From an optimization exercise on the open Yosys and OpenROAD flow, aimed at small area and a short achievable clock period; shortcuts taken in it are not production practice. No functional check of the RTL was part of any run shown here. Power figures rest on the tool's default switching activity, not on a simulated workload.

**flow/run.sh**
```bash
#!/bin/bash
# synth_recipe.tcl (not shown) runs the flow's synth.tcl, then flattens the netlist and writes it again
# the make line also repeats each setting of config.mk as NAME=value (left out here)
make -C /OpenROAD-flow-scripts/flow DESIGN_CONFIG=/design/flow/config.mk WORK_HOME=/design/flow/orfs CLKGATE_MAP_FILE= SYNTH_SCRIPT=/design/flow/synth_recipe.tcl finish
```
**flow/config.mk**
```make
export PLATFORM = sky130hd
export DESIGN_NAME = mesh
export DESIGN_NICKNAME = mesh
export VERILOG_FILES = /design/flow/design.v
export SDC_FILE = /design/flow/constraint.sdc
export NUM_CORES = 4
export LEC_CHECK = 0
export ABC_CLOCK_PERIOD_IN_PS = 4000
export CAP_MARGIN = 20
export CORE_MARGIN = 2
export CORE_UTILIZATION = 60
export PLACE_DENSITY = 0.72
export SETUP_SLACK_MARGIN = 2.9
export SLEW_MARGIN = 20
export SYNTH_HIERARCHICAL = 1
export SYNTH_MINIMUM_KEEP_SIZE = 0
```
**flow/constraint.sdc**
```tcl
create_clock -name core_clock -period 7.0 [get_ports {clk}]
set_input_delay 1.4000 -clock core_clock [delete_from_list [all_inputs] [get_ports {clk}]]
set_output_delay 1.4000 -clock core_clock [all_outputs]
set_load 0.01 [all_outputs]
```
**flow/design.v**
```verilog
module MAC (
    input  wire [8:0]  NEG,
    input  wire [8:0]  ONE,
    input  wire [8:0]  TWO,
    input  wire [17:0] B,
    input  wire        CSEL,
    input  wire [34:0] ACC_S,
    input  wire [4:0] ACC_C,
    output wire [34:0] P_S,
    output wire [4:0] P_C
    );
    wire pp1, pp2, pp3, pp4, pp5, pp6, pp7, pp8, pp9, pp10, pp11, pp12;
    wire pp13, pp14, pp15, pp16, pp17, pp18, pp19, pp20, pp21, pp22, pp23, pp24;
    wire pp25, pp26, pp27, pp28, pp29, pp30, pp31, pp32, pp33, pp34, pp35, pp36;
    wire pp37, pp38, pp39, pp40, pp41, pp42, pp43, pp44, pp45, pp46, pp47, pp48;
    wire pp49, pp50, pp51, pp52, pp53, pp54, pp55, pp56, pp57, pp58, pp59, pp60;
    wire pp61, pp62, pp63, pp64, pp65, pp66, pp67, pp68, pp69, pp70, pp71, pp72;
    wire pp73, pp74, pp75, pp76, pp77, pp78, pp79, pp80, pp81, pp82, pp83, pp84;
    wire pp85, pp86, pp87, pp88, pp89, pp90, pp91, pp92, pp93, pp94, pp95, pp96;
    wire pp97, pp98, pp99, pp100, pp101, pp102, pp103, pp104, pp105, pp106, pp107, pp108;
    wire pp109, pp110, pp111, pp112, pp113, pp114, pp115, pp116, pp117, pp118, pp119, pp120;
    wire pp121, pp122, pp123, pp124, pp125, pp126, pp127, pp128, pp129, pp130, pp131, pp132;
    wire pp133, pp134, pp135, pp136, pp137, pp138, pp139, pp140, pp141, pp142, pp143, pp144;
    wire pp145, pp146, pp147, pp148, pp149, pp150, pp151, pp152, pp153, pp154, pp155, pp156;
    wire pp157, pp158, pp159, pp160, pp161, pp162, pp163, pp164, pp165, pp166, pp167, pp168;
    wire pp169, pp170, pp171, ac172, ac173, ac174, ac175, ac176, ac177, ac178, ac179, ac180;
    wire ac181, ac182, ac183, ac184, ac185, ac186, ac187, ac188, ac189, ac190, ac191, ac192;
    wire ac193, ac194, ac195, ac196, ac197, ac198, ac199, ac200, ac201, ac202, ac203, ac204;
    wire ac205, ac206, ac207, ac208, ac209, ac210, ac211, s212, c213, s214, c215, s216;
    wire c217, s218, c219, s220, c221, s222, c223, s224, c225, s226, c227, s228;
    wire c229, s230, c231, s232, c233, s234, c235, s236, c237, s238, c239, s240;
    wire c241, s242, c243, s244, c245, s246, c247, s248, c249, s250, c251, s252;
    wire c253, s254, c255, s256, c257, s258, c259, s260, c261, s262, c263, s264;
    wire c265, s266, c267, s268, c269, s270, c271, s272, c273, s274, c275, s276;
    wire c277, s278, c279, s280, c281, s282, c283, s284, c285, s286, c287, s288;
    wire c289, s290, c291, s292, c293, s294, c295, s296, c297, s298, c299, s300;
    wire c301, s302, c303, s304, c305, s306, c307, s308, c309, s310, c311, s312;
    wire c313, s314, c315, s316, c317, s318, c319, s320, c321, s322, c323, s324;
    wire c325, s326, c327, s328, c329, s330, c331, s332, c333, s334, c335, s336;
    wire c337, s338, c339, s340, c341, s342, c343, s344, c345, s346, c347, s348;
    wire c349, s350, c351, s352, c353, s354, c355, s356, c357, s358, c359, s360;
    wire c361, s362, c363, s364, c365, s366, c367, s368, c369, s370, c371, s372;
    wire c373, s374, c375, s376, c377, s378, c379, s380, c381, s382, c383, s384;
    wire c385, s386, c387, s388, c389, s390, c391, s392, c393, s394, c395, s396;
    wire c397, s398, c399, s400, c401, s402, c403, s404, c405, s406, c407, s408;
    wire c409, s410, c411, s412, c413, s414, c415, s416, c417, s418, c419, s420;
    wire c421, s422, c423, s424, c425, s426, c427, s428, c429, s430, c431, s432;
    wire c433, s434, c435, s436, c437, s438, c439, s440, c441, s442, c443, s444;
    wire c445, s446, c447, s448, c449, s450, c451, s452, c453, s454, c455, s456;
    wire c457, s458, c459, s460, c461, s462, c463, s464, c465, s466, c467, s468;
    wire c469, s470, c471, s472, c473, s474, c475, s476, c477, s478, c479, s480;
    wire c481, s482, c483, s484, c485, s486, c487, s488, c489, s490, c491, s492;
    wire c493, s494, c495, s496, c497, s498, c499, s500, c501, s502, c503, s504;
    wire c505, s506, c507, s508, c509, s510, c511, s512, c513, s514, c515, s516;
    wire c517, s518, c519, s520, c521, s522, c523, s524, c525, s526, c527, s528;
    wire c529, s530, c531, s532, c533;
    assign pp1 = (B[0] & ONE[0]) ^ NEG[0];
    assign pp2 = ((B[1] & ONE[0]) | (B[0] & TWO[0])) ^ NEG[0];
    assign pp3 = ((B[2] & ONE[0]) | (B[1] & TWO[0])) ^ NEG[0];
    assign pp4 = ((B[3] & ONE[0]) | (B[2] & TWO[0])) ^ NEG[0];
    assign pp5 = ((B[4] & ONE[0]) | (B[3] & TWO[0])) ^ NEG[0];
    assign pp6 = ((B[5] & ONE[0]) | (B[4] & TWO[0])) ^ NEG[0];
    assign pp7 = ((B[6] & ONE[0]) | (B[5] & TWO[0])) ^ NEG[0];
    assign pp8 = ((B[7] & ONE[0]) | (B[6] & TWO[0])) ^ NEG[0];
    assign pp9 = ((B[8] & ONE[0]) | (B[7] & TWO[0])) ^ NEG[0];
    assign pp10 = ((B[9] & ONE[0]) | (B[8] & TWO[0])) ^ NEG[0];
    assign pp11 = ((B[10] & ONE[0]) | (B[9] & TWO[0])) ^ NEG[0];
    assign pp12 = ((B[11] & ONE[0]) | (B[10] & TWO[0])) ^ NEG[0];
    assign pp13 = ((B[12] & ONE[0]) | (B[11] & TWO[0])) ^ NEG[0];
    assign pp14 = ((B[13] & ONE[0]) | (B[12] & TWO[0])) ^ NEG[0];
    assign pp15 = ((B[14] & ONE[0]) | (B[13] & TWO[0])) ^ NEG[0];
    assign pp16 = ((B[15] & ONE[0]) | (B[14] & TWO[0])) ^ NEG[0];
    assign pp17 = ((B[16] & ONE[0]) | (B[15] & TWO[0])) ^ NEG[0];
    assign pp18 = ((B[17] & ONE[0]) | (B[16] & TWO[0])) ^ NEG[0];
    assign pp19 = ~(((B[17] & ONE[0]) | (B[17] & TWO[0])) ^ NEG[0]);
    assign pp20 = (B[0] & ONE[1]) ^ NEG[1];
    assign pp21 = ((B[1] & ONE[1]) | (B[0] & TWO[1])) ^ NEG[1];
    assign pp22 = ((B[2] & ONE[1]) | (B[1] & TWO[1])) ^ NEG[1];
    assign pp23 = ((B[3] & ONE[1]) | (B[2] & TWO[1])) ^ NEG[1];
    assign pp24 = ((B[4] & ONE[1]) | (B[3] & TWO[1])) ^ NEG[1];
    assign pp25 = ((B[5] & ONE[1]) | (B[4] & TWO[1])) ^ NEG[1];
    assign pp26 = ((B[6] & ONE[1]) | (B[5] & TWO[1])) ^ NEG[1];
    assign pp27 = ((B[7] & ONE[1]) | (B[6] & TWO[1])) ^ NEG[1];
    assign pp28 = ((B[8] & ONE[1]) | (B[7] & TWO[1])) ^ NEG[1];
    assign pp29 = ((B[9] & ONE[1]) | (B[8] & TWO[1])) ^ NEG[1];
    assign pp30 = ((B[10] & ONE[1]) | (B[9] & TWO[1])) ^ NEG[1];
    assign pp31 = ((B[11] & ONE[1]) | (B[10] & TWO[1])) ^ NEG[1];
    assign pp32 = ((B[12] & ONE[1]) | (B[11] & TWO[1])) ^ NEG[1];
    assign pp33 = ((B[13] & ONE[1]) | (B[12] & TWO[1])) ^ NEG[1];
    assign pp34 = ((B[14] & ONE[1]) | (B[13] & TWO[1])) ^ NEG[1];
    assign pp35 = ((B[15] & ONE[1]) | (B[14] & TWO[1])) ^ NEG[1];
    assign pp36 = ((B[16] & ONE[1]) | (B[15] & TWO[1])) ^ NEG[1];
    assign pp37 = ((B[17] & ONE[1]) | (B[16] & TWO[1])) ^ NEG[1];
    assign pp38 = ~(((B[17] & ONE[1]) | (B[17] & TWO[1])) ^ NEG[1]);
    assign pp39 = (B[0] & ONE[2]) ^ NEG[2];
    assign pp40 = ((B[1] & ONE[2]) | (B[0] & TWO[2])) ^ NEG[2];
    assign pp41 = ((B[2] & ONE[2]) | (B[1] & TWO[2])) ^ NEG[2];
    assign pp42 = ((B[3] & ONE[2]) | (B[2] & TWO[2])) ^ NEG[2];
    assign pp43 = ((B[4] & ONE[2]) | (B[3] & TWO[2])) ^ NEG[2];
    assign pp44 = ((B[5] & ONE[2]) | (B[4] & TWO[2])) ^ NEG[2];
    assign pp45 = ((B[6] & ONE[2]) | (B[5] & TWO[2])) ^ NEG[2];
    assign pp46 = ((B[7] & ONE[2]) | (B[6] & TWO[2])) ^ NEG[2];
    assign pp47 = ((B[8] & ONE[2]) | (B[7] & TWO[2])) ^ NEG[2];
    assign pp48 = ((B[9] & ONE[2]) | (B[8] & TWO[2])) ^ NEG[2];
    assign pp49 = ((B[10] & ONE[2]) | (B[9] & TWO[2])) ^ NEG[2];
    assign pp50 = ((B[11] & ONE[2]) | (B[10] & TWO[2])) ^ NEG[2];
    assign pp51 = ((B[12] & ONE[2]) | (B[11] & TWO[2])) ^ NEG[2];
    assign pp52 = ((B[13] & ONE[2]) | (B[12] & TWO[2])) ^ NEG[2];
    assign pp53 = ((B[14] & ONE[2]) | (B[13] & TWO[2])) ^ NEG[2];
    assign pp54 = ((B[15] & ONE[2]) | (B[14] & TWO[2])) ^ NEG[2];
    assign pp55 = ((B[16] & ONE[2]) | (B[15] & TWO[2])) ^ NEG[2];
    assign pp56 = ((B[17] & ONE[2]) | (B[16] & TWO[2])) ^ NEG[2];
    assign pp57 = ~(((B[17] & ONE[2]) | (B[17] & TWO[2])) ^ NEG[2]);
    assign pp58 = (B[0] & ONE[3]) ^ NEG[3];
    assign pp59 = ((B[1] & ONE[3]) | (B[0] & TWO[3])) ^ NEG[3];
    assign pp60 = ((B[2] & ONE[3]) | (B[1] & TWO[3])) ^ NEG[3];
    assign pp61 = ((B[3] & ONE[3]) | (B[2] & TWO[3])) ^ NEG[3];
    assign pp62 = ((B[4] & ONE[3]) | (B[3] & TWO[3])) ^ NEG[3];
    assign pp63 = ((B[5] & ONE[3]) | (B[4] & TWO[3])) ^ NEG[3];
    assign pp64 = ((B[6] & ONE[3]) | (B[5] & TWO[3])) ^ NEG[3];
    assign pp65 = ((B[7] & ONE[3]) | (B[6] & TWO[3])) ^ NEG[3];
    assign pp66 = ((B[8] & ONE[3]) | (B[7] & TWO[3])) ^ NEG[3];
    assign pp67 = ((B[9] & ONE[3]) | (B[8] & TWO[3])) ^ NEG[3];
    assign pp68 = ((B[10] & ONE[3]) | (B[9] & TWO[3])) ^ NEG[3];
    assign pp69 = ((B[11] & ONE[3]) | (B[10] & TWO[3])) ^ NEG[3];
    assign pp70 = ((B[12] & ONE[3]) | (B[11] & TWO[3])) ^ NEG[3];
    assign pp71 = ((B[13] & ONE[3]) | (B[12] & TWO[3])) ^ NEG[3];
    assign pp72 = ((B[14] & ONE[3]) | (B[13] & TWO[3])) ^ NEG[3];
    assign pp73 = ((B[15] & ONE[3]) | (B[14] & TWO[3])) ^ NEG[3];
    assign pp74 = ((B[16] & ONE[3]) | (B[15] & TWO[3])) ^ NEG[3];
    assign pp75 = ((B[17] & ONE[3]) | (B[16] & TWO[3])) ^ NEG[3];
    assign pp76 = ~(((B[17] & ONE[3]) | (B[17] & TWO[3])) ^ NEG[3]);
    assign pp77 = (B[0] & ONE[4]) ^ NEG[4];
    assign pp78 = ((B[1] & ONE[4]) | (B[0] & TWO[4])) ^ NEG[4];
    assign pp79 = ((B[2] & ONE[4]) | (B[1] & TWO[4])) ^ NEG[4];
    assign pp80 = ((B[3] & ONE[4]) | (B[2] & TWO[4])) ^ NEG[4];
    assign pp81 = ((B[4] & ONE[4]) | (B[3] & TWO[4])) ^ NEG[4];
    assign pp82 = ((B[5] & ONE[4]) | (B[4] & TWO[4])) ^ NEG[4];
    assign pp83 = ((B[6] & ONE[4]) | (B[5] & TWO[4])) ^ NEG[4];
    assign pp84 = ((B[7] & ONE[4]) | (B[6] & TWO[4])) ^ NEG[4];
    assign pp85 = ((B[8] & ONE[4]) | (B[7] & TWO[4])) ^ NEG[4];
    assign pp86 = ((B[9] & ONE[4]) | (B[8] & TWO[4])) ^ NEG[4];
    assign pp87 = ((B[10] & ONE[4]) | (B[9] & TWO[4])) ^ NEG[4];
    assign pp88 = ((B[11] & ONE[4]) | (B[10] & TWO[4])) ^ NEG[4];
    assign pp89 = ((B[12] & ONE[4]) | (B[11] & TWO[4])) ^ NEG[4];
    assign pp90 = ((B[13] & ONE[4]) | (B[12] & TWO[4])) ^ NEG[4];
    assign pp91 = ((B[14] & ONE[4]) | (B[13] & TWO[4])) ^ NEG[4];
    assign pp92 = ((B[15] & ONE[4]) | (B[14] & TWO[4])) ^ NEG[4];
    assign pp93 = ((B[16] & ONE[4]) | (B[15] & TWO[4])) ^ NEG[4];
    assign pp94 = ((B[17] & ONE[4]) | (B[16] & TWO[4])) ^ NEG[4];
    assign pp95 = ~(((B[17] & ONE[4]) | (B[17] & TWO[4])) ^ NEG[4]);
    assign pp96 = (B[0] & ONE[5]) ^ NEG[5];
    assign pp97 = ((B[1] & ONE[5]) | (B[0] & TWO[5])) ^ NEG[5];
    assign pp98 = ((B[2] & ONE[5]) | (B[1] & TWO[5])) ^ NEG[5];
    assign pp99 = ((B[3] & ONE[5]) | (B[2] & TWO[5])) ^ NEG[5];
    assign pp100 = ((B[4] & ONE[5]) | (B[3] & TWO[5])) ^ NEG[5];
    assign pp101 = ((B[5] & ONE[5]) | (B[4] & TWO[5])) ^ NEG[5];
    assign pp102 = ((B[6] & ONE[5]) | (B[5] & TWO[5])) ^ NEG[5];
    assign pp103 = ((B[7] & ONE[5]) | (B[6] & TWO[5])) ^ NEG[5];
    assign pp104 = ((B[8] & ONE[5]) | (B[7] & TWO[5])) ^ NEG[5];
    assign pp105 = ((B[9] & ONE[5]) | (B[8] & TWO[5])) ^ NEG[5];
    assign pp106 = ((B[10] & ONE[5]) | (B[9] & TWO[5])) ^ NEG[5];
    assign pp107 = ((B[11] & ONE[5]) | (B[10] & TWO[5])) ^ NEG[5];
    assign pp108 = ((B[12] & ONE[5]) | (B[11] & TWO[5])) ^ NEG[5];
    assign pp109 = ((B[13] & ONE[5]) | (B[12] & TWO[5])) ^ NEG[5];
    assign pp110 = ((B[14] & ONE[5]) | (B[13] & TWO[5])) ^ NEG[5];
    assign pp111 = ((B[15] & ONE[5]) | (B[14] & TWO[5])) ^ NEG[5];
    assign pp112 = ((B[16] & ONE[5]) | (B[15] & TWO[5])) ^ NEG[5];
    assign pp113 = ((B[17] & ONE[5]) | (B[16] & TWO[5])) ^ NEG[5];
    assign pp114 = ~(((B[17] & ONE[5]) | (B[17] & TWO[5])) ^ NEG[5]);
    assign pp115 = (B[0] & ONE[6]) ^ NEG[6];
    assign pp116 = ((B[1] & ONE[6]) | (B[0] & TWO[6])) ^ NEG[6];
    assign pp117 = ((B[2] & ONE[6]) | (B[1] & TWO[6])) ^ NEG[6];
    assign pp118 = ((B[3] & ONE[6]) | (B[2] & TWO[6])) ^ NEG[6];
    assign pp119 = ((B[4] & ONE[6]) | (B[3] & TWO[6])) ^ NEG[6];
    assign pp120 = ((B[5] & ONE[6]) | (B[4] & TWO[6])) ^ NEG[6];
    assign pp121 = ((B[6] & ONE[6]) | (B[5] & TWO[6])) ^ NEG[6];
    assign pp122 = ((B[7] & ONE[6]) | (B[6] & TWO[6])) ^ NEG[6];
    assign pp123 = ((B[8] & ONE[6]) | (B[7] & TWO[6])) ^ NEG[6];
    assign pp124 = ((B[9] & ONE[6]) | (B[8] & TWO[6])) ^ NEG[6];
    assign pp125 = ((B[10] & ONE[6]) | (B[9] & TWO[6])) ^ NEG[6];
    assign pp126 = ((B[11] & ONE[6]) | (B[10] & TWO[6])) ^ NEG[6];
    assign pp127 = ((B[12] & ONE[6]) | (B[11] & TWO[6])) ^ NEG[6];
    assign pp128 = ((B[13] & ONE[6]) | (B[12] & TWO[6])) ^ NEG[6];
    assign pp129 = ((B[14] & ONE[6]) | (B[13] & TWO[6])) ^ NEG[6];
    assign pp130 = ((B[15] & ONE[6]) | (B[14] & TWO[6])) ^ NEG[6];
    assign pp131 = ((B[16] & ONE[6]) | (B[15] & TWO[6])) ^ NEG[6];
    assign pp132 = ((B[17] & ONE[6]) | (B[16] & TWO[6])) ^ NEG[6];
    assign pp133 = ~(((B[17] & ONE[6]) | (B[17] & TWO[6])) ^ NEG[6]);
    assign pp134 = (B[0] & ONE[7]) ^ NEG[7];
    assign pp135 = ((B[1] & ONE[7]) | (B[0] & TWO[7])) ^ NEG[7];
    assign pp136 = ((B[2] & ONE[7]) | (B[1] & TWO[7])) ^ NEG[7];
    assign pp137 = ((B[3] & ONE[7]) | (B[2] & TWO[7])) ^ NEG[7];
    assign pp138 = ((B[4] & ONE[7]) | (B[3] & TWO[7])) ^ NEG[7];
    assign pp139 = ((B[5] & ONE[7]) | (B[4] & TWO[7])) ^ NEG[7];
    assign pp140 = ((B[6] & ONE[7]) | (B[5] & TWO[7])) ^ NEG[7];
    assign pp141 = ((B[7] & ONE[7]) | (B[6] & TWO[7])) ^ NEG[7];
    assign pp142 = ((B[8] & ONE[7]) | (B[7] & TWO[7])) ^ NEG[7];
    assign pp143 = ((B[9] & ONE[7]) | (B[8] & TWO[7])) ^ NEG[7];
    assign pp144 = ((B[10] & ONE[7]) | (B[9] & TWO[7])) ^ NEG[7];
    assign pp145 = ((B[11] & ONE[7]) | (B[10] & TWO[7])) ^ NEG[7];
    assign pp146 = ((B[12] & ONE[7]) | (B[11] & TWO[7])) ^ NEG[7];
    assign pp147 = ((B[13] & ONE[7]) | (B[12] & TWO[7])) ^ NEG[7];
    assign pp148 = ((B[14] & ONE[7]) | (B[13] & TWO[7])) ^ NEG[7];
    assign pp149 = ((B[15] & ONE[7]) | (B[14] & TWO[7])) ^ NEG[7];
    assign pp150 = ((B[16] & ONE[7]) | (B[15] & TWO[7])) ^ NEG[7];
    assign pp151 = ((B[17] & ONE[7]) | (B[16] & TWO[7])) ^ NEG[7];
    assign pp152 = ~(((B[17] & ONE[7]) | (B[17] & TWO[7])) ^ NEG[7]);
    assign pp153 = (B[0] & ONE[8]) ^ NEG[8];
    assign pp154 = ((B[1] & ONE[8]) | (B[0] & TWO[8])) ^ NEG[8];
    assign pp155 = ((B[2] & ONE[8]) | (B[1] & TWO[8])) ^ NEG[8];
    assign pp156 = ((B[3] & ONE[8]) | (B[2] & TWO[8])) ^ NEG[8];
    assign pp157 = ((B[4] & ONE[8]) | (B[3] & TWO[8])) ^ NEG[8];
    assign pp158 = ((B[5] & ONE[8]) | (B[4] & TWO[8])) ^ NEG[8];
    assign pp159 = ((B[6] & ONE[8]) | (B[5] & TWO[8])) ^ NEG[8];
    assign pp160 = ((B[7] & ONE[8]) | (B[6] & TWO[8])) ^ NEG[8];
    assign pp161 = ((B[8] & ONE[8]) | (B[7] & TWO[8])) ^ NEG[8];
    assign pp162 = ((B[9] & ONE[8]) | (B[8] & TWO[8])) ^ NEG[8];
    assign pp163 = ((B[10] & ONE[8]) | (B[9] & TWO[8])) ^ NEG[8];
    assign pp164 = ((B[11] & ONE[8]) | (B[10] & TWO[8])) ^ NEG[8];
    assign pp165 = ((B[12] & ONE[8]) | (B[11] & TWO[8])) ^ NEG[8];
    assign pp166 = ((B[13] & ONE[8]) | (B[12] & TWO[8])) ^ NEG[8];
    assign pp167 = ((B[14] & ONE[8]) | (B[13] & TWO[8])) ^ NEG[8];
    assign pp168 = ((B[15] & ONE[8]) | (B[14] & TWO[8])) ^ NEG[8];
    assign pp169 = ((B[16] & ONE[8]) | (B[15] & TWO[8])) ^ NEG[8];
    assign pp170 = ((B[17] & ONE[8]) | (B[16] & TWO[8])) ^ NEG[8];
    assign pp171 = ~(((B[17] & ONE[8]) | (B[17] & TWO[8])) ^ NEG[8]);
    assign ac172 = ACC_S[0] & CSEL;
    assign ac173 = ACC_S[1] & CSEL;
    assign ac174 = ACC_S[2] & CSEL;
    assign ac175 = ACC_S[3] & CSEL;
    assign ac176 = ACC_S[4] & CSEL;
    assign ac177 = ACC_S[5] & CSEL;
    assign ac178 = ACC_S[6] & CSEL;
    assign ac179 = ACC_S[7] & CSEL;
    assign ac180 = ACC_S[8] & CSEL;
    assign ac181 = ACC_S[9] & CSEL;
    assign ac182 = ACC_S[10] & CSEL;
    assign ac183 = ACC_S[11] & CSEL;
    assign ac184 = ACC_S[12] & CSEL;
    assign ac185 = ACC_S[13] & CSEL;
    assign ac186 = ACC_S[14] & CSEL;
    assign ac187 = ACC_S[15] & CSEL;
    assign ac188 = ACC_S[16] & CSEL;
    assign ac189 = ACC_S[17] & CSEL;
    assign ac190 = ACC_S[18] & CSEL;
    assign ac191 = ACC_S[19] & CSEL;
    assign ac192 = ACC_S[20] & CSEL;
    assign ac193 = ACC_S[21] & CSEL;
    assign ac194 = ACC_S[22] & CSEL;
    assign ac195 = ACC_S[23] & CSEL;
    assign ac196 = ACC_S[24] & CSEL;
    assign ac197 = ACC_S[25] & CSEL;
    assign ac198 = ACC_S[26] & CSEL;
    assign ac199 = ACC_S[27] & CSEL;
    assign ac200 = ACC_S[28] & CSEL;
    assign ac201 = ACC_S[29] & CSEL;
    assign ac202 = ACC_S[30] & CSEL;
    assign ac203 = ACC_S[31] & CSEL;
    assign ac204 = ACC_S[32] & CSEL;
    assign ac205 = ACC_S[33] & CSEL;
    assign ac206 = ACC_S[34] & CSEL;
    assign ac207 = ACC_C[0] & CSEL;
    assign ac208 = ACC_C[1] & CSEL;
    assign ac209 = ACC_C[2] & CSEL;
    assign ac210 = ACC_C[3] & CSEL;
    assign ac211 = ACC_C[4] & CSEL;
    FA us212 (.a(NEG[1]), .b(pp3), .ci(pp20), .s(s212), .co(c213));
    FA us214 (.a(pp4), .b(pp21), .ci(ac175), .s(s214), .co(c215));
    FA us216 (.a(NEG[2]), .b(pp5), .ci(pp22), .s(s216), .co(c217));
    FA us218 (.a(pp39), .b(ac176), .ci(c215), .s(s218), .co(c219));
    FA us220 (.a(pp6), .b(pp23), .ci(pp40), .s(s220), .co(c221));
    FA us222 (.a(ac177), .b(c217), .ci(s220), .s(s222), .co(c223));
    FA us224 (.a(NEG[3]), .b(pp7), .ci(pp24), .s(s224), .co(c225));
    FA us226 (.a(pp41), .b(pp58), .ci(ac178), .s(s226), .co(c227));
    FA us228 (.a(c221), .b(s224), .ci(s226), .s(s228), .co(c229));
    FA us230 (.a(pp8), .b(pp25), .ci(pp42), .s(s230), .co(c231));
    FA us232 (.a(pp59), .b(ac179), .ci(c225), .s(s232), .co(c233));
    FA us234 (.a(c227), .b(s230), .ci(c229), .s(s234), .co(c235));
    FA us236 (.a(NEG[4]), .b(pp9), .ci(pp26), .s(s236), .co(c237));
    FA us238 (.a(pp43), .b(pp60), .ci(pp77), .s(s238), .co(c239));
    FA us240 (.a(ac180), .b(c231), .ci(s236), .s(s240), .co(c241));
    FA us242 (.a(s238), .b(c233), .ci(s240), .s(s242), .co(c243));
    FA us244 (.a(pp10), .b(pp27), .ci(pp44), .s(s244), .co(c245));
    FA us246 (.a(pp61), .b(pp78), .ci(ac181), .s(s246), .co(c247));
    FA us248 (.a(c237), .b(c239), .ci(s244), .s(s248), .co(c249));
    FA us250 (.a(s246), .b(c241), .ci(s248), .s(s250), .co(c251));
    FA us252 (.a(NEG[5]), .b(pp11), .ci(pp28), .s(s252), .co(c253));
    FA us254 (.a(pp45), .b(pp62), .ci(pp79), .s(s254), .co(c255));
    FA us256 (.a(pp96), .b(ac182), .ci(c245), .s(s256), .co(c257));
    FA us258 (.a(c247), .b(s252), .ci(s254), .s(s258), .co(c259));
    FA us260 (.a(c249), .b(s256), .ci(s258), .s(s260), .co(c261));
    FA us262 (.a(pp12), .b(pp29), .ci(pp46), .s(s262), .co(c263));
    FA us264 (.a(pp63), .b(pp80), .ci(pp97), .s(s264), .co(c265));
    FA us266 (.a(ac183), .b(c253), .ci(c255), .s(s266), .co(c267));
    FA us268 (.a(s262), .b(s264), .ci(c257), .s(s268), .co(c269));
    FA us270 (.a(c259), .b(s266), .ci(s268), .s(s270), .co(c271));
    FA us272 (.a(NEG[6]), .b(pp13), .ci(pp30), .s(s272), .co(c273));
    FA us274 (.a(pp47), .b(pp64), .ci(pp81), .s(s274), .co(c275));
    FA us276 (.a(pp98), .b(pp115), .ci(ac184), .s(s276), .co(c277));
    FA us278 (.a(c263), .b(c265), .ci(s272), .s(s278), .co(c279));
    FA us280 (.a(s274), .b(s276), .ci(c267), .s(s280), .co(c281));
    FA us282 (.a(s278), .b(c269), .ci(s280), .s(s282), .co(c283));
    FA us284 (.a(pp14), .b(pp31), .ci(pp48), .s(s284), .co(c285));
    FA us286 (.a(pp65), .b(pp82), .ci(pp99), .s(s286), .co(c287));
    FA us288 (.a(pp116), .b(ac185), .ci(c273), .s(s288), .co(c289));
    FA us290 (.a(c275), .b(c277), .ci(s284), .s(s290), .co(c291));
    FA us292 (.a(s286), .b(c279), .ci(s288), .s(s292), .co(c293));
    FA us294 (.a(s290), .b(c281), .ci(s292), .s(s294), .co(c295));
    FA us296 (.a(NEG[7]), .b(pp15), .ci(pp32), .s(s296), .co(c297));
    FA us298 (.a(pp49), .b(pp66), .ci(pp83), .s(s298), .co(c299));
    FA us300 (.a(pp100), .b(pp117), .ci(pp134), .s(s300), .co(c301));
    FA us302 (.a(ac186), .b(c285), .ci(c287), .s(s302), .co(c303));
    FA us304 (.a(s296), .b(s298), .ci(s300), .s(s304), .co(c305));
    FA us306 (.a(c289), .b(c291), .ci(s302), .s(s306), .co(c307));
    FA us308 (.a(s304), .b(c293), .ci(s306), .s(s308), .co(c309));
    FA us310 (.a(pp16), .b(pp33), .ci(pp50), .s(s310), .co(c311));
    FA us312 (.a(pp67), .b(pp84), .ci(pp101), .s(s312), .co(c313));
    FA us314 (.a(pp118), .b(pp135), .ci(ac187), .s(s314), .co(c315));
    FA us316 (.a(c297), .b(c299), .ci(c301), .s(s316), .co(c317));
    FA us318 (.a(s310), .b(s312), .ci(s314), .s(s318), .co(c319));
    FA us320 (.a(c303), .b(c305), .ci(s316), .s(s320), .co(c321));
    FA us322 (.a(s318), .b(c307), .ci(s320), .s(s322), .co(c323));
    FA us324 (.a(NEG[8]), .b(pp17), .ci(pp34), .s(s324), .co(c325));
    FA us326 (.a(pp51), .b(pp68), .ci(pp85), .s(s326), .co(c327));
    FA us328 (.a(pp102), .b(pp119), .ci(pp136), .s(s328), .co(c329));
    FA us330 (.a(pp153), .b(ac188), .ci(c311), .s(s330), .co(c331));
    FA us332 (.a(c313), .b(c315), .ci(s324), .s(s332), .co(c333));
    FA us334 (.a(s326), .b(s328), .ci(c317), .s(s334), .co(c335));
    FA us336 (.a(c319), .b(s330), .ci(s332), .s(s336), .co(c337));
    FA us338 (.a(c321), .b(s334), .ci(s336), .s(s338), .co(c339));
    FA us340 (.a(pp18), .b(pp35), .ci(pp52), .s(s340), .co(c341));
    FA us342 (.a(pp69), .b(pp86), .ci(pp103), .s(s342), .co(c343));
    FA us344 (.a(pp120), .b(pp137), .ci(pp154), .s(s344), .co(c345));
    FA us346 (.a(ac189), .b(c325), .ci(c327), .s(s346), .co(c347));
    FA us348 (.a(c329), .b(s340), .ci(s342), .s(s348), .co(c349));
    FA us350 (.a(s344), .b(c331), .ci(c333), .s(s350), .co(c351));
    FA us352 (.a(s346), .b(s348), .ci(c335), .s(s352), .co(c353));
    FA us354 (.a(c337), .b(s350), .ci(s352), .s(s354), .co(c355));
    assign s356 = ~(pp19 ^ pp36);
    assign c357 = pp19 | pp36;
    FA us358 (.a(pp53), .b(pp70), .ci(pp87), .s(s358), .co(c359));
    FA us360 (.a(pp104), .b(pp121), .ci(pp138), .s(s360), .co(c361));
    FA us362 (.a(pp155), .b(ac190), .ci(c341), .s(s362), .co(c363));
    FA us364 (.a(c343), .b(c345), .ci(s356), .s(s364), .co(c365));
    FA us366 (.a(s358), .b(s360), .ci(c347), .s(s366), .co(c367));
    FA us368 (.a(c349), .b(s362), .ci(s364), .s(s368), .co(c369));
    FA us370 (.a(c351), .b(s366), .ci(c353), .s(s370), .co(c371));
    FA us372 (.a(s368), .b(c355), .ci(s370), .s(s372), .co(c373));
    assign s374 = ~(pp37 ^ pp54);
    assign c375 = pp37 | pp54;
    FA us376 (.a(pp71), .b(pp88), .ci(pp105), .s(s376), .co(c377));
    FA us378 (.a(pp122), .b(pp139), .ci(pp156), .s(s378), .co(c379));
    FA us380 (.a(ac191), .b(c357), .ci(c359), .s(s380), .co(c381));
    FA us382 (.a(c361), .b(s374), .ci(s376), .s(s382), .co(c383));
    FA us384 (.a(s378), .b(c363), .ci(c365), .s(s384), .co(c385));
    FA us386 (.a(s380), .b(s382), .ci(c367), .s(s386), .co(c387));
    FA us388 (.a(c369), .b(s384), .ci(s386), .s(s388), .co(c389));
    HA us390 (.a(c371), .b(s388), .s(s390), .co(c391));
    FA us392 (.a(pp38), .b(pp55), .ci(pp72), .s(s392), .co(c393));
    FA us394 (.a(pp89), .b(pp106), .ci(pp123), .s(s394), .co(c395));
    FA us396 (.a(pp140), .b(pp157), .ci(ac192), .s(s396), .co(c397));
    FA us398 (.a(c375), .b(c377), .ci(c379), .s(s398), .co(c399));
    FA us400 (.a(s392), .b(s394), .ci(s396), .s(s400), .co(c401));
    FA us402 (.a(c381), .b(c383), .ci(s398), .s(s402), .co(c403));
    FA us404 (.a(s400), .b(c385), .ci(s402), .s(s404), .co(c405));
    FA us406 (.a(c387), .b(s404), .ci(c389), .s(s406), .co(c407));
    assign s408 = ~(pp56 ^ pp73);
    assign c409 = pp56 | pp73;
    FA us410 (.a(pp90), .b(pp107), .ci(pp124), .s(s410), .co(c411));
    FA us412 (.a(pp141), .b(pp158), .ci(ac193), .s(s412), .co(c413));
    FA us414 (.a(c393), .b(c395), .ci(c397), .s(s414), .co(c415));
    FA us416 (.a(s408), .b(s410), .ci(s412), .s(s416), .co(c417));
    FA us418 (.a(c399), .b(c401), .ci(s414), .s(s418), .co(c419));
    FA us420 (.a(s416), .b(c403), .ci(s418), .s(s420), .co(c421));
    HA us422 (.a(c405), .b(s420), .s(s422), .co(c423));
    FA us424 (.a(pp57), .b(pp74), .ci(pp91), .s(s424), .co(c425));
    FA us426 (.a(pp108), .b(pp125), .ci(pp142), .s(s426), .co(c427));
    FA us428 (.a(pp159), .b(ac194), .ci(c409), .s(s428), .co(c429));
    FA us430 (.a(c411), .b(c413), .ci(s424), .s(s430), .co(c431));
    FA us432 (.a(s426), .b(c415), .ci(c417), .s(s432), .co(c433));
    FA us434 (.a(s428), .b(s430), .ci(c419), .s(s434), .co(c435));
    FA us436 (.a(s432), .b(c421), .ci(s434), .s(s436), .co(c437));
    assign s438 = ~(pp75 ^ pp92);
    assign c439 = pp75 | pp92;
    FA us440 (.a(pp109), .b(pp126), .ci(pp143), .s(s440), .co(c441));
    FA us442 (.a(pp160), .b(ac195), .ci(c425), .s(s442), .co(c443));
    FA us444 (.a(c427), .b(s438), .ci(s440), .s(s444), .co(c445));
    FA us446 (.a(c429), .b(c431), .ci(s442), .s(s446), .co(c447));
    FA us448 (.a(s444), .b(c433), .ci(s446), .s(s448), .co(c449));
    HA us450 (.a(c435), .b(s448), .s(s450), .co(c451));
    FA us452 (.a(pp76), .b(pp93), .ci(pp110), .s(s452), .co(c453));
    FA us454 (.a(pp127), .b(pp144), .ci(pp161), .s(s454), .co(c455));
    FA us456 (.a(ac196), .b(c439), .ci(c441), .s(s456), .co(c457));
    FA us458 (.a(s452), .b(s454), .ci(c443), .s(s458), .co(c459));
    FA us460 (.a(c445), .b(s456), .ci(c447), .s(s460), .co(c461));
    FA us462 (.a(s458), .b(c449), .ci(s460), .s(s462), .co(c463));
    assign s464 = ~(pp94 ^ pp111);
    assign c465 = pp94 | pp111;
    FA us466 (.a(pp128), .b(pp145), .ci(pp162), .s(s466), .co(c467));
    FA us468 (.a(ac197), .b(c453), .ci(c455), .s(s468), .co(c469));
    FA us470 (.a(s464), .b(s466), .ci(c457), .s(s470), .co(c471));
    FA us472 (.a(s468), .b(c459), .ci(s470), .s(s472), .co(c473));
    HA us474 (.a(c461), .b(s472), .s(s474), .co(c475));
    FA us476 (.a(pp95), .b(pp112), .ci(pp129), .s(s476), .co(c477));
    FA us478 (.a(pp146), .b(pp163), .ci(ac198), .s(s478), .co(c479));
    FA us480 (.a(c465), .b(c467), .ci(s476), .s(s480), .co(c481));
    FA us482 (.a(s478), .b(c469), .ci(s480), .s(s482), .co(c483));
    FA us484 (.a(c471), .b(s482), .ci(c473), .s(s484), .co(c485));
    assign s486 = ~(pp113 ^ pp130);
    assign c487 = pp113 | pp130;
    FA us488 (.a(pp147), .b(pp164), .ci(ac199), .s(s488), .co(c489));
    FA us490 (.a(c477), .b(c479), .ci(s486), .s(s490), .co(c491));
    FA us492 (.a(s488), .b(c481), .ci(s490), .s(s492), .co(c493));
    HA us494 (.a(c483), .b(s492), .s(s494), .co(c495));
    FA us496 (.a(pp114), .b(pp131), .ci(pp148), .s(s496), .co(c497));
    FA us498 (.a(pp165), .b(ac200), .ci(c487), .s(s498), .co(c499));
    FA us500 (.a(c489), .b(s496), .ci(c491), .s(s500), .co(c501));
    FA us502 (.a(s498), .b(c493), .ci(s500), .s(s502), .co(c503));
    assign s504 = ~(pp132 ^ pp149);
    assign c505 = pp132 | pp149;
    FA us506 (.a(pp166), .b(ac201), .ci(c497), .s(s506), .co(c507));
    FA us508 (.a(s504), .b(c499), .ci(s506), .s(s508), .co(c509));
    HA us510 (.a(c501), .b(s508), .s(s510), .co(c511));
    FA us512 (.a(pp133), .b(pp150), .ci(pp167), .s(s512), .co(c513));
    FA us514 (.a(ac202), .b(c505), .ci(s512), .s(s514), .co(c515));
    FA us516 (.a(c507), .b(s514), .ci(c509), .s(s516), .co(c517));
    assign s518 = ~(pp151 ^ pp168);
    assign c519 = pp151 | pp168;
    FA us520 (.a(ac203), .b(c513), .ci(s518), .s(s520), .co(c521));
    HA us522 (.a(c515), .b(s520), .s(s522), .co(c523));
    FA us524 (.a(pp152), .b(pp169), .ci(ac204), .s(s524), .co(c525));
    FA us526 (.a(c519), .b(s524), .ci(c521), .s(s526), .co(c527));
    assign s528 = ~(pp170 ^ ac205);
    assign c529 = pp170 | ac205;
    HA us530 (.a(c525), .b(s528), .s(s530), .co(c531));
    FA us532 (.a(pp171), .b(ac206), .ci(c529), .s(s532), .co(c533));
    wire [34:0] X = {c531, c527, c523, c517, c511, c503, c495, c485, c475, c463, c451, c437, c423, c407, c391, c373, s372, c339, c323, c309, c295, c283, c271, c261, c251, c243, c235, s232, c223, c219, s216, c213, ac174, pp2, pp1};
    wire [34:0] Y = {s532, s530, s526, s522, s516, s510, s502, s494, s484, s474, s462, s450, s436, s422, s406, s390, 1'b0, s354, s338, s322, s308, s294, s282, s270, s260, s250, s242, s234, s228, s222, s218, s214, s212, ac173, ac172};
    assign {P_C[0], P_S[10:0]} = {1'b0, X[10:0]} + {1'b0, Y[10:0]} + NEG[0];
    assign {P_C[1], P_S[16:11]} = {1'b0, X[16:11]} + {1'b0, Y[16:11]} + ac207;
    assign {P_C[2], P_S[20:17]} = {1'b0, X[20:17]} + {1'b0, Y[20:17]} + ac208;
    assign {P_C[3], P_S[24:21]} = {1'b0, X[24:21]} + {1'b0, Y[24:21]} + ac209;
    assign {P_C[4], P_S[28:25]} = {1'b0, X[28:25]} + {1'b0, Y[28:25]} + ac210;
    assign P_S[34:29] = X[34:29] + Y[34:29] + ac211;
endmodule
module MACRES (
    input  wire [34:0] S,
    input  wire [4:0] C,
    output wire [17:0] R
    );
    wire [34:0] cv = {1'b0, 1'b0, 1'b0, 1'b0, 1'b0, C[4], 1'b0, 1'b0, 1'b0, C[3], 1'b0, 1'b0, 1'b0, C[2], 1'b0, 1'b0, 1'b0, C[1], 1'b0, 1'b0, 1'b0, 1'b0, 1'b0, C[0], 1'b0, 1'b0, 1'b0, 1'b0, 1'b0, 1'b0, 1'b0, 1'b0, 1'b0, 1'b0, 1'b0};
    wire [34:0] p = S + cv;
    assign R = p[34:17];
endmodule
module FA (input wire a, input wire b, input wire ci, output wire s, output wire co);
    assign s = a ^ b ^ ci;
    assign co = (a & b) | (a & ci) | (b & ci);
endmodule
module HA (input wire a, input wire b, output wire s, output wire co);
    assign s = a ^ b;
    assign co = a & b;
endmodule
`timescale 1ns / 1ps
module dly # (
    parameter integer DATA_WIDTH = 18,
    parameter integer CYC_DLY = 1
)
(
    input wire clk,
    input wire [DATA_WIDTH-1:0] din,
    output wire [DATA_WIDTH-1:0] dout
    );
    reg [DATA_WIDTH-1:0] dlys [CYC_DLY-1:0];
    always @ (posedge clk)
        dlys[0] <= din;
    genvar i;
    generate
    for(i = 1; i < CYC_DLY; i = i + 1)
    begin : stage
        always @ (posedge clk)
            dlys[i] <= dlys[i-1];
    end
    endgenerate
    assign dout = dlys[CYC_DLY-1];
endmodule
`timescale 1ns / 1ps
module node(
    input wire clk,
    input wire rstn,
    input wire [8:0] ain_neg,
    input wire [8:0] ain_one,
    input wire [8:0] ain_two,
    input wire [17:0] bin,
    input wire csel,
    output wire [8:0] aout_neg,
    output wire [8:0] aout_one,
    output wire [8:0] aout_two,
    output wire [17:0] res
    );
    reg [8:0] bufa_neg, bufa_one, bufa_two;
    assign aout_neg = bufa_neg;
    assign aout_one = bufa_one;
    assign aout_two = bufa_two;
    always @ (posedge clk)
    begin
        if(1'b0 == rstn)
        begin
            bufa_neg <= 9'd0;
            bufa_one <= 9'd0;
            bufa_two <= 9'd0;
        end
        else
        begin
            bufa_neg <= ain_neg;
            bufa_one <= ain_one;
            bufa_two <= ain_two;
        end
    end
    reg [17:0] bufb;
    always @ (posedge clk)
        bufb <= bin;
    reg [34:0] p_s;
    reg [4:0] p_c;
    wire [34:0] n_s;
    wire [4:0] n_c;
    MAC dspcore (
        .NEG(bufa_neg),
        .ONE(bufa_one),
        .TWO(bufa_two),
        .B(bufb),
        .CSEL(csel),
        .ACC_S(p_s),
        .ACC_C(p_c),
        .P_S(n_s),
        .P_C(n_c)
    );
    always @ (posedge clk)
    begin
        p_s <= n_s;
        p_c <= n_c;
    end
    MACRES resadd (
        .S(p_s),
        .C(p_c),
        .R(res)
    );
endmodule
`timescale 1ns / 1ps
module mesh # (
    parameter integer IDX_WIDTH_FOR_NODES = 3,
    parameter integer NUM_NODES = 2 ** IDX_WIDTH_FOR_NODES
)
(
    input clk,
    input rstn,
    input [17:0] init,
    input [1:0] asel,
    input [NUM_NODES-1:0] csels,
    input [IDX_WIDTH_FOR_NODES-1:0] ressel,
    input [1:0] dinsel,
    input [18*NUM_NODES-1:0] mbram_dout,
    input [17:0] vbram0_dout,
    input [17:0] vbram1_dout,
    output [17:0] vbram0_din,
    output [17:0] vbram1_din
    );
    wire [17:0] bdly [NUM_NODES-1:0];
    assign bdly[0] = mbram_dout[17:0];
    genvar i;
    generate
    for(i = 1; i < NUM_NODES; i = i + 1)
    begin : lane
        dly # (
            .DATA_WIDTH(18),
            .CYC_DLY(i)
        ) dly_inst (
            .clk(clk),
            .din(mbram_dout[18*i +: 18]),
            .dout(bdly[i])
        );
    end
    endgenerate
    wire [17:0] vbram_dout_selected = asel[0] ? vbram1_dout : vbram0_dout;
    wire [17:0] ain_selected = asel[1] ? init : vbram_dout_selected;
    wire [18:0] ax = {ain_selected, 1'b0};
    wire [8:0] dneg [NUM_NODES:0];
    wire [8:0] done [NUM_NODES:0];
    wire [8:0] dtwo [NUM_NODES:0];
    generate
    for(i = 0; i < 9; i = i + 1)
    begin : rec
        assign done[0][i] = ax[2*i+1] ^ ax[2*i];
        assign dtwo[0][i] = (ax[2*i+2] & ~ax[2*i+1] & ~ax[2*i]) |
                            (~ax[2*i+2] & ax[2*i+1] & ax[2*i]);
        assign dneg[0][i] = ax[2*i+2] & ~(ax[2*i+1] & ax[2*i]);
    end
    endgenerate
    wire [17:0] ress [NUM_NODES-1:0];
    generate
    for(i = 0; i < NUM_NODES; i = i + 1)
    begin : nd
        node node_in_mesh (
            .clk(clk),
            .rstn(rstn),
            .ain_neg(dneg[i]),
            .ain_one(done[i]),
            .ain_two(dtwo[i]),
            .bin(bdly[i]),
            .csel(csels[i]),
            .aout_neg(dneg[i+1]),
            .aout_one(done[i+1]),
            .aout_two(dtwo[i+1]),
            .res(ress[i])
        );
    end
    endgenerate
    reg [17:0] res_bufs [NUM_NODES-1:0];
    generate
    for(i = 0; i < NUM_NODES; i = i + 1)
    begin : rb
        always @ (posedge clk)
            res_bufs[i] <= ress[i];
    end
    endgenerate
    wire [NUM_NODES-1:0] rsel_oh;
    wire [17:0] rsel_terms [NUM_NODES:0];
    assign rsel_terms[0] = 18'd0;
    generate
    for(i = 0; i < NUM_NODES; i = i + 1)
    begin : rs
        assign rsel_oh[i] = (ressel == i);
        assign rsel_terms[i+1] = rsel_terms[i] | (res_bufs[i] & {18{rsel_oh[i]}});
    end
    endgenerate
    wire [17:0] res_selected = rsel_terms[NUM_NODES];
    assign vbram0_din = dinsel[0] ? vbram1_dout : res_selected;
    assign vbram1_din = dinsel[1] ? vbram0_dout : res_selected;
endmodule
```
==> results of run 1 <==
## timing repair
action,CTS,global route
gates cloned,12,8
pin swaps,253,434
resized for setup,1440,634
setup buffers,443,290
setup endpoints to repair,270,149
## final timing paths
path | end | cells past startpoint | from
min | lane[6].dly_inst.dlys[3][14] | 0 | lane[6].dly_inst.dlys[2][14]
min reg2reg | lane[6].dly_inst.dlys[3][14] | 0 | lane[6].dly_inst.dlys[2][14]
max | nd[2].node_in_mesh.p_c[3] | 15 | nd[2].node_in_mesh.bufa_two[2]
max reg2reg | nd[2].node_in_mesh.p_c[3] | 15 | nd[2].node_in_mesh.bufa_two[2]
## report_power, final
group / total [mW] / switching [mW] / internal [mW]
Clock: 7.77 / 3.28 / 4.49
Combinational: 19.3 / 9.72 / 9.53
Sequential: 10.6 / 1.46 / 9.19
## cell families after synthesis
kind of cell | share of synthesized area, %
AND/OR/NAND/NOR | 6.70
buffers and inverters | 4.96
adder cells (fa/ha/maj) | 30.5
XOR/XNOR | 15.0
multiplexers | 1.12
AO/OA/AOI/OAI | 14.4
flip-flops | 27.3
## metal layers
| layer | part of all wire [%] | routed length (µm) | vias up | track usage (%) |
|---|---|---|---|---|
| met5 | 0.012 | 36 | - | 0 |
| met4 | 7.4 | 22800 | 6 | 21.1 |
| met3 | 11 | 32700 | 1529 | 9.21 |
| met2 | 47 | 144000 | 4830 | 58.3 |
| met1 | 35 | 109000 | 36719 | 43.0 |
| li1 | - | - | 31209 | - |
## worst max-delay path: cells and delay by family, from the launching register on
| family | cells | cell delay, ps |
|---|---|---|
| buffers and inverters | 4 | 390 |
| adders and majority gates | 7 | 2740 |
| DFF | 1 | 330 |
| AOI/OAI and AO/OA | 3 | 670 |
| xor gates and xnor gates | 1 | 150 |
## sequential cells by signal (all words and copies together), names as in the netlist
signal	cells
nd.node_in_mesh.p_s	280
nd.node_in_mesh.bufb	144
res_bufs	144
nd.node_in_mesh.bufa_neg	72
nd.node_in_mesh.bufa_one	72
nd.node_in_mesh.bufa_two	72
nd.node_in_mesh.p_c	40
lane.dly_inst.dlys	504
## layout make-up
class                      count  area [µm²]
clock buffer                 179        3950
tap                         2160        2700
antenna                        3        7.51
sequential                  1328       27600
timing repair buffer        1243       12600
multi-input combinational   6396       71600
clock inverter                76         882
inverter                     338        1270
fill                       10376       40400
## per-module statistics from Yosys, one instance, submodules excluded, excerpt
module  area, µm²  flip-flops and latches  copies in the design
mesh         5220                     144                     1
HA           12.5                       0                    64
MACRES        548                       0                     8
MAC          4810                       0                     8
FA           20.0                       0                  1152
node         1920                      85                     8
## per-stage QoR
step                      std cells  instance area (µm²)  utilization (%)
after floorplan                8864                99100                -
after global placement        10712               102000             63.6
after detailed placement      10712               102000             63.6
after CTS                     11422               115000             71.6
after global routing          11720               120000             74.9
final                         11723               121000             74.9
## synth_stat cells, types with 9 or more instances
| cell | number |
|---|---|
| o21ai_1 | 15 |
| o311ai_1 | 16 |
| mux2i_1 | 91 |
| o21ai_2 | 9 |
| clkbuf_1 | 488 |
| and3_1 | 32 |
| xor2_1 | 288 |
| nand3_1 | 70 |
| buf_1 | 120 |
| nor2_1 | 72 |
| a22oi_1 | 1224 |
| ha_1 | 400 |
| dfxtp_1 | 1328 |
| and2_4 | 16 |
| nand4_1 | 80 |
| o31ai_1 | 13 |
| nand2b_1 | 19 |
| o22ai_1 | 37 |
| nor2b_1 | 18 |
| and2_2 | 168 |
| buf_6 | 43 |
| buf_2 | 152 |
| o21bai_1 | 48 |
| fa_1 | 1232 |
| o21ai_0 | 83 |
| a31oi_1 | 24 |
| a21oi_1 | 149 |
| a21o_1 | 136 |
| xnor2_1 | 1384 |
| nand2_1 | 188 |
| a211oi_1 | 32 |
| and2_1 | 344 |
| inv_1 | 330 |
| nor3_1 | 60 |
==> impl_metrics.csv, run 1 <==
group,metric,value,unit
outcome,status,"timing/DRC/antenna clean",
pwr,vdd.ir_drop.worst,0.000518,V
finish,final_cell_mix,"xnor2_1 (1286), dfxtp_1 (1055), a22oi_1 (984)",
clocking,clock_latency,800,ps
clocking,numCtsBuffers,140,
yosys,synthCells,8864,
setup_path,startpoint_type,"flop",
detailed_routing,firstDrtPassIters,9,
setup_path,path_max_fanout,9,
yosys,yosysSeqAreaShare,27.3,%
setup_path,timing.reg2reg.setup_slack,2590,ps
yosys,yosys_warnings,24,
place,portBuffers,250,
grt,antenna_found_initial,9,
setup_path,crit_top_cell,"fa_2",
yosys,ys_types,59,
die,start_util,60.5,%
sta,setup-violations-final,0,
yosys,synth_edf_count,0,
sta,rsz0062_at_grt,"true",
die,die_y,407,µm
yosys,synth_area,0.0974,mm²
finish,area.growth.synth_to_final,23.8,%
setup_path,cp.required,7680,ps
yosys,async_flop_share,0,%
sta,fin_skew,37.8,ps
yosys,synth_seq_cells,1328,
sta,hold_ws,312,ps
yosys,post-synth-top-area-cell,"dfxtp_1",
setup_path,slowest_stage,"fa_2",
finish,layout-drive-gt1-share,31.9,%
clocking,htree_levels,4,
sta,final.period_utilization,63.0,%
yosys,synth_nets,10711,
detailed_routing,ant_nets,0,
detailed_routing,vias_per_cell,6.34,
die,ioPinCount,251,
setup_path,arrival,5090,ps
sta,final.setup.tns,0,ps
yosys,synth_top_flop_cell,"dfxtp_1",
grt,grt_max_degree,117,
place,place_congestion,0.949,
worst_hold_path,hold_class,"reg2reg",
place,dpl.hpwl,198,mm
sta,drv_slew,0,
pwr,power_density,313,mW/mm²
clocking,cts-root-buf,"clkbuf_16",
detailed_routing,routedWlPerCell,26.3,µm
pwr,p_leak,48.9,nW
place,post-place-ws,1060,ps
sta,hold_viol_final,0,
grt,grt_pass1_wl,452,mm
setup_path,worstSetupEndpointType,"flop",
pwr,p_total,37.7,mW
grt,grt_pass1_vias,76848,
clocking,clock-sinks,1328,
grt,grt_usage,35.9,%
clocking,clock_path_buffers,3,
yosys,yosysTopAreaCellShare,27.3,%
die,coreArea,0.161,mm²
setup_path,worstSetupPathType,"reg2reg",
sta,layout_setup_ws,2590,ps
finish,nNetsFinal,11294,
setup_path,crit_chain,"buf_12 > buf_4 > a22oi_2 > xnor2_2 > fa_2 > fa_1 > fa_1 > fa_2 > ha_4 > inv_2 > fa_2 > inv_2 > fa_2 > a21o_1 > a21o_1",
detailed_routing,vias,74293,
run,max_cap_violations,0,
grt,grt_overflow_total,0,
yosys,synth.area.top_cells,"dfxtp_1 (27%), fa_1 (25%), xnor2_1 (12%)",
sta,fin_crit,4410,ps
die,die-area,0.165,mm²
setup_path,slowest_delay,610,ps
clocking,clkSlewWorstSetupHoldPaths,60,ps
yosys,syn_avg_cell_area,11.0,µm²
sta,max_clock_freq,227,MHz
clocking,ctsHoldBuffers,0,
sta,worstMarginPinSlew,1260,ps
detailed_routing,wl,309,mm
die,die_w,407,µm
finish,mostFrequentLayoutCell,"xnor2_1",
clocking,cts_tree,"built",
detailed_routing,drt_iter0_drc,7789,
detailed_routing,drc,0,
die,rows,147,
sta,slew_headroom,13.6,%
==> run 2: changes to the inputs <==
--- a/flow/config.mk
+++ b/flow/config.mk
@@ -7,7 +7,6 @@
 export LEC_CHECK = 0
-export ABC_CLOCK_PERIOD_IN_PS = 4000
 export CAP_MARGIN = 20
 export CORE_MARGIN = 2
-export CORE_UTILIZATION = 60
-export PLACE_DENSITY = 0.72
+export CORE_UTILIZATION = 40
+export PLACE_DENSITY = 0.6
 export SETUP_SLACK_MARGIN = 2.9
==> run 2 against run 1 <==
Compared with the run above: first-iteration DRC count fell by 14%; largest power group unchanged; fmax rose by 1.1%; sequential power barely moved; via count fell by 2.5%; register-to-register slack improved by 130 ps; synthesized cell count did not move; critical path depth fell by 5.
==> impl_metrics.csv, run 2 <==
group,metric,value,unit
clocking,clock_path_buffers,3,
grt,antenna_found_initial,12,
yosys,yosys_warnings,24,
finish,layout-drive-gt1-share,32.7,%
setup_path,cp.required,5600,ps
yosys,post-synth-top-area-cell,"dfxtp_1",
die,die-area,0.247,mm²
clocking,clock_latency,820,ps
sta,final.setup.tns,0,ps
yosys,syn_avg_cell_area,11.0,µm²
yosys,yosysSeqAreaShare,27.3,%
setup_path,worstSetupPathType,"in2out",
finish,final_cells,12788,
yosys,ys_types,59,
grt,grt_pass1_wl,478,mm
pwr,power_density,309,mW/mm²
sta,final.period_utilization,62.3,%
yosys,synth_top_flop_cell,"dfxtp_1",
yosys,synth_xor_area_share,15.0,%
die,coreArea,0.243,mm²
outcome,status,"timing/DRC/antenna clean",
die,die_w,497,µm
grt,grt_overflow_total,0,
grt,grt_max_degree,217,
finish,nNetsFinal,11304,
sta,setup-violations-final,0,
detailed_routing,drc,0,
pwr,vdd.ir_drop.worst,0.000490,V
detailed_routing,firstDrtPassIters,7,
setup_path,r2r-end,"nd[4].node_in_mesh.p_c[3]",
detailed_routing,vias_per_cell,5.66,
finish,top_register,"lane.dly_inst.dlys",
place,placed_area,0.104,mm²
clocking,htree_levels,4,
clocking,numCtsBuffers,155,
detailed_routing,vias,72415,
detailed_routing,routedWlPerCell,25.1,µm
yosys,async_flop_share,0,%
finish,final_cell_mix,"xnor2_1 (1291), dfxtp_1 (1035), a22oi_1 (970)",
place,dpl.cell_count,11749,
place,place_congestion,0.916,
setup_path,startpoint_type,"primary input",
yosys,synth.area.top_cells,"dfxtp_1 (27%), fa_1 (25%), xnor2_1 (12%)",
setup_path,path_max_fanout,7,
yosys,yosysMostFrequentCell,"xnor2_1",
setup_path,timing.reg2reg.setup_slack,2720,ps
die,die_y,497,µm
sta,rsz0062_at_grt,"true",
setup_path,worstSetupEndpointType,"output port",
finish,largest_register_ffs,504,
yosys,synth_seq_cells,1328,
sta,fin_crit,4360,ps
setup_path,path_buf_inv,6,
finish,mostFrequentLayoutCell,"xnor2_1",
setup_path,ff2ff_path_depth,15,
finish,final_area,0.123,mm²
run,max_cap_violations,0,
sta,worstMarginPinSlew,1120,ps
yosys,yosysTopAreaCellShare,27.3,%
sta,drv_slew,0,
die,rows,181,
place,portBuffers,250,
yosys,synthCells,8864,
yosys,synthMuxAreaShare,1.12,%
setup_path,slowest_stage,"o22ai_4",
finish,reg_top3,"lane.dly_inst.dlys (504), nd.node_in_mesh.p_s (280)",
detailed_routing,ant_nets,0,
sta,fin_skew,40.9,ps
yosys,synth_top_family_by_area,"adder cells",
clocking,clock-sinks,1328,
setup_path,slowest_delay,250,ps
yosys,synth_nets,10711,
yosys,synth_adder_area_share,30.5,%
clocking,cts_tree,"built",
finish,area.growth.synth_to_final,26.3,%
worst_hold_path,min_path_cells,0,
grt,grt_pass1_vias,76152,
detailed_routing,drt_iter0_drc,6674,
worst_hold_path,holdPathEnd,"nd[6].node_in_mesh.bufb[17]",
die,ioPinCount,251,
yosys,synth_common_cells,"xnor2_1 (1384), dfxtp_1 (1328), fa_1 (1232)",
worst_hold_path,hold_class,"reg2reg",
detailed_routing,wl,321,mm
clocking,cts-root-buf,"clkbuf_16",
yosys,synth_compound_area_share,14.4,%
yosys,synth_area,0.0974,mm²
setup_path,crit_chain,"buf_16 > buf_16 > buf_12 > buf_12 > mux2i_4 > o22ai_4 > buf_4 > nor3_2 > a21oi_2 > buf_2",
sta,slew_headroom,22.9,%
grt,grt_usage,25.1,%
die,start_util,40.1,%
place,dpl.hpwl,213,mm
sta,max_clock_freq,229,MHz
yosys,synth_edf_count,0,
yosys,yosys.area_share.simple,6.70,%
clocking,ctsHoldBuffers,0,
finish,fill_cells,20787,
setup_path,arrival,2960,ps
sta,hold_viol_final,0,
worst_hold_path,min_from,"lane[6].dly_inst.dlys[5][17]",
setup_path,cp_top_family,"buffers and inverters",
setup_path,regToRegStartpoint,"nd[4].node_in_mesh.bufa_one[3]",
clocking,clkSlewWorstSetupHoldPaths,60,ps
pwr,p_leak,49.3,nW
[run 2: cell counts after synthesis]
Identical to the previous run, type by type.
[run 2: worst register-to-register path: stages, from the launching register on]
cell and delay, ps:
dfxtp_4 380, buf_12 160, a22oi_2 200, xnor2_2 110, fa_2 410, fa_2 360, fa_2 360, fa_1 480
fa_2 360, fa_2 340, inv_2 70, fa_2 210, inv_2 50, fa_2 360, a21o_1 170, a21o_1 170
[run 2: where the power goes]
group          internal (mW)  total [mW]  switching, mW  leakage, nW
Clock                   5.08        8.59           3.51         2.61
Sequential              9.19        10.7           1.49         11.3
Combinational           9.30        18.8           9.47         35.4
Total                   23.6        38.0           14.5         49.3
[run 2: metrics by stage]
step           total power [mW]  hold WS [ps]  worst slack, ps  util, %
2_1_floorplan              23.6           310             2300        -
3_3_place_gp               27.3           310             1130     42.7
3_5_place_dp               27.9           312             1150     42.7
4_1_cts                    37.5           301             2640     48.6
5_1_grt                    40.9           310             2590     50.7
6_report                   38.0           298             2640     50.7
[run 2: metal layers]
layer / global-route usage (%) / vias up / wire length (µm)
met1: 30.2 / 36485 / 121000
met3: 5.08 / 1068 / 25100
met4: 15.5 / 12 / 23500
met2: 41.3 / 3591 / 152000
li1: - / 31259 / -
met5: 0 / - / 82
[run 2: cells by family after synthesis]
logic type                 Yosys count
and+or+nand+nor                   1101
buffers and inverters             1143
adders and majority gates         1632
AOI/OAI and AO/OA                 1889
muxes                               99
DFF                               1328
xor gates and xnor gates          1672
[run 2: cell type report]
class / instances / area (µm²) / area share, %
Clock buffer: 195 / 4320 / 3.51
Clock inverter: 88 / 1080 / 0.881
Timing Repair Buffer: 1241 / 12900 / 10.5
Sequential cell: 1328 / 27600 / 22.5
Tap cell: 3202 / 4010 / 3.26
Multi-Input combinational cell: 6393 / 71700 / 58.3
Antenna cell: 3 / 7.51 / 0.00610
Inverter: 338 / 1270 / 1.03
[run 2: how the worst max path moves through the flow]
stage                                        start                   endpoint  depth (start not counted)
floorplan                                 csels[0]  nd[0].node_in_mesh.p_c[3]                         13
global placement                          csels[4]  nd[4].node_in_mesh.p_c[3]                         13
detailed placement                        csels[4]  nd[4].node_in_mesh.p_c[3]                         13
CTS                                      ressel[0]              vbram0_din[3]                          9
global route        nd[4].node_in_mesh.bufa_one[2]  nd[4].node_in_mesh.p_c[3]                         15
finish                                   ressel[0]             vbram0_din[11]                         10
[run 2: repair_timing]
| item | CTS | global route |
|---|---|---|
| gates cloned | 22 | 10 |
| pin swaps | 229 | 449 |
| endpoints found under the hold margin | 0 | 0 |
| setup buffers | 464 | 257 |
| setup endpoints to repair | 261 | 149 |
| resized for setup | 1555 | 673 |
[run 2: Yosys stat by module, one instance, submodules excluded, excerpt]
module | copies in the design | area [µm²]
mesh | 1 | 5220
MAC | 8 | 4810
node | 8 | 1920
MACRES | 8 | 548
FA | 1152 | 20.0
HA | 64 | 12.5
==> run 3: changes to the inputs <==
==> flow/flow/run.sh (new file) <==
#!/bin/bash
# Layout flow: the standard flow, with the port buffers that
# buffer_ports inserts made of the plain buffer sky130_fd_sc_hd__buf_1
# (the resizer may still resize them) instead of its default pick.
# Each tool's output goes to the ORFS logs; make's own output to flow.log.
set -o pipefail
export BUFFER_PORTS_ARGS="-buffer_cell sky130_fd_sc_hd__buf_1"
bash standard.sh > flow.log 2>&1
==> flow/standard.sh (new file) <==
#!/bin/bash
# synth_recipe.tcl (not shown) runs the flow's synth.tcl, then flattens the netlist and writes it again
# the make line also repeats each setting of config.mk as NAME=value (left out here)
make -C /OpenROAD-flow-scripts/flow DESIGN_CONFIG=/design/flow/config.mk WORK_HOME=/design/flow/orfs CLKGATE_MAP_FILE= SYNTH_SCRIPT=/design/flow/synth_recipe.tcl "${@:-finish}"
--- a/flow/config.mk
+++ b/flow/config.mk
@@ -9,4 +9,5 @@
 export CORE_MARGIN = 2
-export CORE_UTILIZATION = 40
-export PLACE_DENSITY = 0.6
+export CORE_UTILIZATION = 60
+export CTS_BUF_LIST = sky130_fd_sc_hd__clkbuf_4 sky130_fd_sc_hd__clkbuf_8
+export PLACE_DENSITY = 0.72
 export SETUP_SLACK_MARGIN = 2.9
removed: flow/run.sh
==> run 3 against run 2 <==
Compared with the run above: via count is 4.3% higher; combinational power about the same; largest cell class unchanged; sequential power about the same; critical endpoint is now nd[2].node_in_mesh.p_c[3]; critical path depth increased by 3; register-to-register slack lost 50 ps.
==> impl_metrics.csv, run 3 <==
group,metric,value,unit
outcome,status,"timing/DRC/antenna clean",
pwr,seqPwrFrac,28.5,%
sta,slew_headroom,29.3,%
clocking,clock_path_buffers,3,
yosys,ys_types,59,
yosys,syn_avg_cell_area,11.0,µm²
grt,grt_usage,35.7,%
detailed_routing,ant_nets,0,
pwr,switchingPower,14.4,mW
setup_path,crit_chain,"a22oi_1 > xnor2_1 > fa_2 > fa_2 > fa_1 > fa_1 > fa_2 > inv_2 > fa_2 > inv_2 > fa_2 > a21o_1 > a21o_1",
sta,final.setup.tns,0,ps
place,dpl.hpwl,194,mm
yosys,synth_top_flop_cell,"dfxtp_1",
setup_path,startpoint_type,"flop",
yosys,yosysMostFrequentCell,"xnor2_1",
grt,grt_pass1_wl,451,mm
setup_path,cp.required,7870,ps
sta,max_clock_freq,231,MHz
pwr,comb_power_share,50.3,%
finish,largest_register_ffs,504,
detailed_routing,firstDrtPassIters,10,
yosys,synthCells,8864,
setup_path,slowest_delay,510,ps
die,ioPinCount,251,
pwr,switching_share,38.6,%
yosys,synth.area.top_cells,"dfxtp_1 (27%), fa_1 (25%), xnor2_1 (12%)",
place,place_congestion,0.960,
detailed_routing,wl,312,mm
die,start_util,60.5,%
die,die_w,407,µm
sta,fin_crit,4330,ps
finish,area.growth.synth_to_final,22.0,%
worst_hold_path,min_path_cells,0,
clocking,cts-root-buf,"clkbuf_8",
finish,final_cell_mix,"xnor2_1 (1290), dfxtp_1 (1029), a22oi_1 (984)",
setup_path,path_buf_inv,2,
finish,reg_top3,"lane.dly_inst.dlys (504), nd.node_in_mesh.p_s (280)",
setup_path,path_max_fanout,18,
sta,worstMarginPinSlew,1040,ps
grt,antenna_found_initial,9,
clocking,clock-sinks,1328,
setup_path,cp.depth,13,
grt,grt_overflow_total,0,
yosys,async_flop_share,0,%
yosys,synth_nets,10711,
sta,drv_slew,0,
clocking,ctsHoldBuffers,0,
clocking,htree_levels,4,
yosys,synth_common_cells,"xnor2_1 (1384), dfxtp_1 (1328), fa_1 (1232)",
==> run 3: cell counts after synthesis <==
No cell type changed its count.
==> run 3: metal layers <==
| layer | vias up | global-route usage [%] | wire length (µm) |
|---|---|---|---|
| met3 | 1749 | 10.2 | 35900 |
| li1 | 31390 | - | - |
| met5 | - | 0 | 13 |
| met4 | 2 | 22.6 | 25400 |
| met1 | 37007 | 42.3 | 108000 |
| met2 | 5414 | 57.0 | 143000 |
==> run 3: through the flow <==
step / cell area [µm²] / util (%) / hold slack [ps] / setup slack [ps] / std cells
final: 119000 / 73.8 / 298 / 2670 / 11846
after global routing: 119000 / 73.8 / 299 / 2570 / 11844
after CTS: 113000 / 70.2 / 297 / 2760 / 11505
after detailed placement: 101000 / 62.5 / 312 / 1470 / 10679
after global placement: 101000 / 62.5 / 311 / 1540 / 10679
after floorplan: 99100 / - / 310 / 2300 / 8864
==> run 3: per-module statistics from Yosys (local to each module, per instance), a selection <==
| module | flops+latches | cells |
|---|---|---|
| FA | 0 | 1 |
| HA | 0 | 1 |
| MAC | 0 | 644 |
| MACRES | 0 | 74 |
| mesh | 144 | 488 |
| node | 85 | 114 |
==> run 3: final timing paths <==
path                                   to                         start
max             nd[2].node_in_mesh.p_c[3]    nd[2].node_in_mesh.bufb[8]
min          lane[6].dly_inst.dlys[4][14]  lane[6].dly_inst.dlys[3][14]
max reg2reg     nd[2].node_in_mesh.p_c[3]    nd[2].node_in_mesh.bufb[8]
min reg2reg  lane[6].dly_inst.dlys[4][14]  lane[6].dly_inst.dlys[3][14]
==> run 3: power groups by stage <==
stage / logic [mW] / registers [mW] / clock network (mW)
after floorplan: 13.7 / 9.93 / 0
after global placement: 16.0 / 10.8 / 0
after detailed placement: 16.8 / 10.8 / 0
after CTS: 17.7 / 10.5 / 8.06
after global routing: 20.9 / 10.7 / 8.43
final: 18.8 / 10.7 / 7.94
==> run 3: timing repair <==
| item | 4_1_cts | 5_1_grt |
|---|---|---|
| pin swaps | 213 | 460 |
| cloned | 12 | 14 |
| setup buffers | 421 | 321 |
| endpoints found under the setup margin | 252 | 153 |
| gates resized for setup | 1133 | 628 |
==> run 3: kinds of logic after synthesis <==
group	synth area share, %
XOR/XNOR	15.0
AND/OR/NAND/NOR	6.70
adder cells (fa/ha/maj)	30.5
buffers and inverters	4.96
multiplexers	1.12
AO/OA/AOI/OAI	14.4
flip-flops	27.3
==> run 3: cell type report <==
cell class | count | area [µm²]
inverter | 338 | 1270
clock buffer | 302 | 3910
antenna | 6 | 15.0
sequential | 1328 | 27700
multi-input combinational | 6396 | 71000
clock inverter | 91 | 1280
tap | 2160 | 2700
fill | 10328 | 42200
timing repair buffer | 1225 | 10900
==> run 3: worst reg2reg max path, delay by kind of cell, from the launching register on <==
family	cells	cell delay (ps)
buffers and inverters	2	120
adders and majority gates	7	2810
xor gates and xnor gates	1	280
AOI/OAI and AO/OA	3	520
DFF	1	510
